Background: an optimization exercise with open tools, aiming at small area and a short achievable clock period. Do not read the settings as production practice.
Where RTL was checked, it was by simulation tests only, not by an equivalence proof against the original.

==> inputs of v25 <==
==> flow/design.v <==
module alu_seq (
    operand1,
    operand2,
    clk,
    rst,
    opcode,
    out
);
  localparam logic [1:0] ADD = 2'd0;
  localparam logic [1:0] SUB = 2'd1;
  localparam logic [1:0] MULT = 2'd2;
  localparam logic [1:0] DIV = 2'd3;
  input logic signed [7:0] operand1, operand2;
  input logic clk, rst;
  input logic [1:0] opcode;
  output logic signed [8:0] out;
  always @(posedge clk) begin
    if (rst) out <= 0;
    else
      case (opcode)
        ADD: out <= operand1 + operand2;
        SUB: out <= operand1 - operand2;
        MULT: out <= operand1 * operand2;
        DIV: out <= (operand2 == 0) ? 9'sd0 : operand1 / operand2;
        default: out <= 0;
      endcase
  end
endmodule
==> flow/run.sh <==
#!/bin/bash
# synth_recipe.tcl (not shown) runs the flow's synth.tcl, then flattens the netlist and writes it again
# the make line also repeats each setting of config.mk as NAME=value (left out here)
make -C /OpenROAD-flow-scripts/flow DESIGN_CONFIG=/design/flow/config.mk WORK_HOME=/design/flow/orfs CLKGATE_MAP_FILE= SYNTH_SCRIPT=/design/flow/synth_recipe.tcl finish
==> flow/config.mk <==
export PLATFORM = sky130hd
export DESIGN_NAME = alu_seq
export DESIGN_NICKNAME = alu_seq
export VERILOG_FILES = /design/flow/design.v
export SDC_FILE = /design/flow/constraint.sdc
export NUM_CORES = 4
export LEC_CHECK = 0
export CAP_MARGIN = 20
export CORE_MARGIN = 2
export CORE_UTILIZATION = 40
export SLEW_MARGIN = 20
==> flow/constraint.sdc <==
create_clock -name core_clock -period 17.0 [get_ports {clk}]
set_input_delay 3.4000 -clock core_clock [delete_from_list [all_inputs] [get_ports {clk}]]
set_output_delay 3.4000 -clock core_clock [all_outputs]
set_load 0.01 [all_outputs]
==> inputs of v29, as changes to v25 <==
==> flow/design.v (replaced) <==
module alu_seq (
    operand1,
    operand2,
    clk,
    rst,
    opcode,
    out
);
  input logic signed [7:0] operand1, operand2;
  input logic clk, rst;
  input logic [1:0] opcode;
  output logic signed [8:0] out;
  logic [8:0] a9, b9, addsub;
  assign a9 = {operand1[7], operand1};
  assign b9 = {operand2[7], operand2};
  assign addsub = a9 + (opcode[0] ? ~b9 : b9) + {8'd0, opcode[0]};
  logic [8:0] prod;
  assign prod = a9 * b9;
  logic sb;
  logic [7:0] ua, nb;
  assign sb = operand2[7];
  assign ua = operand1[7] ? -operand1 : operand1;
  assign nb = sb ? operand2 : ~operand2;
  logic [7:0] rem[0:8];
  logic [7:0] q;
  assign rem[8] = ua;
  genvar i;
  generate
    for (i = 7; i >= 0; i--) begin : g_row
      localparam int W = 8 - i;
      logic [W:0] sum;
      logic fits;
      if (W == 8) begin : g_full
        assign fits = 1'b1;
      end else begin : g_part
        assign fits = sb ? (&operand2[7:W] & |operand2[W-1:0]) : ~|operand2[7:W];
      end
      assign sum = {1'b0, rem[i+1][7:i]} + {1'b0, nb[W-1:0]} + {{W{1'b0}}, ~sb};
      assign q[i] = fits & sum[W];
      if (i == 0) begin : g_last
        assign rem[i] = rem[i+1];
      end else begin : g_mid
        assign rem[i][7:i] = q[i] ? sum[W-1:0] : rem[i+1][7:i];
        assign rem[i][i-1:0] = rem[i+1][i-1:0];
      end
    end
  endgenerate
  logic [8:0] quo;
  assign quo = (operand1[7] ^ operand2[7]) ? -{1'b0, q} : {1'b0, q};
  logic clear;
  assign clear = rst | (opcode == 2'd3 && operand2 == 8'd0);
  always @(posedge clk) begin
    if (clear) out <= 9'd0;
    else
      case (opcode)
        2'd0, 2'd1: out <= addsub;
        2'd2: out <= prod;
        default: out <= quo;
      endcase
  end
endmodule
==> flow/flow/run.sh (new file) <==
#!/bin/bash
bash standard.sh ADDER_MAP_FILE= ABC_AREA=0 "BUFFER_PORTS_ARGS=-buffer_cell sky130_fd_sc_hd__buf_4" finish > standard.log 2>&1
==> flow/standard.sh (new file) <==
#!/bin/bash
# synth_recipe.tcl (not shown) runs the flow's synth.tcl, then flattens the netlist and writes it again
# the make line also repeats each setting of config.mk as NAME=value (left out here)
make -C /OpenROAD-flow-scripts/flow DESIGN_CONFIG=/design/flow/config.mk WORK_HOME=/design/flow/orfs CLKGATE_MAP_FILE= SYNTH_SCRIPT=/design/flow/synth_recipe.tcl "${@:-finish}"
removed: flow/run.sh
==> inputs of v10, as changes to v25 <==
==> flow/design.v (replaced) <==
module alu_seq (
    operand1,
    operand2,
    clk,
    rst,
    opcode,
    out
);
  input logic signed [7:0] operand1, operand2;
  input logic clk, rst;
  input logic [1:0] opcode;
  output logic signed [8:0] out;
  logic [8:0] a9, b9, addsub;
  assign a9 = {operand1[7], operand1};
  assign b9 = {operand2[7], operand2};
  assign addsub = a9 + (opcode[0] ? ~b9 : b9) + {8'd0, opcode[0]};
  logic [8:0] prod;
  assign prod = a9 * b9;
  logic sb;
  logic [7:0] ua, nb;
  assign sb = operand2[7];
  assign ua = operand1[7] ? -operand1 : operand1;
  assign nb = sb ? operand2 : ~operand2;
  logic [7:0] rem[0:8];
  logic [7:0] q;
  assign rem[8] = ua;
  genvar i;
  generate
    for (i = 7; i >= 0; i--) begin : g_row
      localparam int W = 8 - i;
      logic [W:0] sum;
      logic fits;
      if (W == 8) begin : g_full
        assign fits = 1'b1;
      end else begin : g_part
        assign fits = sb ? (&operand2[7:W] & |operand2[W-1:0]) : ~|operand2[7:W];
      end
      assign sum = {1'b0, rem[i+1][7:i]} + {1'b0, nb[W-1:0]} + {{W{1'b0}}, ~sb};
      assign q[i] = fits & sum[W];
      if (i == 0) begin : g_last
        assign rem[i] = rem[i+1];
      end else begin : g_mid
        assign rem[i][7:i] = q[i] ? sum[W-1:0] : rem[i+1][7:i];
        assign rem[i][i-1:0] = rem[i+1][i-1:0];
      end
    end
  endgenerate
  logic [8:0] quo;
  assign quo = (operand1[7] ^ operand2[7]) ? -{1'b0, q} : {1'b0, q};
  logic clear;
  assign clear = rst | (opcode == 2'd3 && operand2 == 8'd0);
  always @(posedge clk) begin
    if (clear) out <= 9'd0;
    else
      case (opcode)
        2'd0, 2'd1: out <= addsub;
        2'd2: out <= prod;
        default: out <= quo;
      endcase
  end
endmodule
==> flow/flow/run.sh (new file) <==
#!/bin/bash
bash standard.sh ADDER_MAP_FILE= ABC_AREA=1 "BUFFER_PORTS_ARGS=-buffer_cell sky130_fd_sc_hd__buf_4" finish > standard.log 2>&1
==> flow/standard.sh (new file) <==
#!/bin/bash
# synth_recipe.tcl (not shown) runs the flow's synth.tcl, then flattens the netlist and writes it again
# the make line also repeats each setting of config.mk as NAME=value (left out here)
make -C /OpenROAD-flow-scripts/flow DESIGN_CONFIG=/design/flow/config.mk WORK_HOME=/design/flow/orfs CLKGATE_MAP_FILE= SYNTH_SCRIPT=/design/flow/synth_recipe.tcl "${@:-finish}"
removed: flow/run.sh
==> comparison table <==
                                                                 v29             v25             v10
Core area                                               0.0132 sq mm    0.0109 sq mm    0.0109 sq mm
Via count of the first global-routing pass                      5569            4212            4934
Critical path depth in cells                                      26              72              47
Status                                                finished clean  finished clean  finished clean
Beginning of the worst hold path                                 rst             rst       opcode[1]
Detailed-route via count                                        6178            4346            5336
Global-route met1 utilization                                  35.4%           28.2%           31.4%
Worst-margin pin slew                                        1.15 ns        0.739 ns         1.00 ns
Post-synthesis compound-gate area fraction                     38.9%           19.9%           11.2%
Crit path capture                                             out[5]          out[2]          out[4]
Adder-cell area share of the yosys netlist                     1.67%           31.4%              0%
Routed length on met1                                        8520 um         5880 um         6420 um
Total cell area at the placement stage                 0.00560 sq mm   0.00515 sq mm   0.00473 sq mm
Pin count of the biggest net entering global routing              57              16              21
CP max FO                                                         46              12              15
Fraction of area in multi-input gates                          86.3%           76.0%           78.1%
Placed wire-length estimate                                 12900 um        10200 um        11400 um
For v29 and v10, only the layout was checked, not whether the RTL still works.

-- afterwards: timing with drivers on the ports --
No port has a modelled driver above. Below, the same layouts with a new extraction and two added sets of constraints.
Step 1, drivers: a clkbuf_16 drives clk and a buf_2 each remaining input, both assumed.
Step 2 times the ports against the registers' clock, not the clock port: input delays grow and output delays shrink by t, the midpoint of the rising clock arrivals with the driver on.
Slacks: ideal / step 1 / step 2; pairs: ideal / step 1.
| run | shift t [ns] | setup slack, ns | hold WS [ns] | slew at the worst register clock pin (ns) | cell pins on the clock port's net |
|---|---|---|---|---|---|
| v25 | 0.255 | 0.533 / 0.530 / 0.276 | 3.931 / 3.940 / 4.149 | 0.05 / 0.05 | 1 |
| v29 | 0.260 | 6.127 / 6.129 / 5.870 | 3.437 / 3.438 / 3.697 | 0.04 / 0.04 | 1 |
| v10 | 0.248 | 7.020 / 7.017 / 6.769 | 3.586 / 3.602 / 3.808 | 0.04 / 0.04 | 1 |
After both steps every run listed still meets setup and hold.
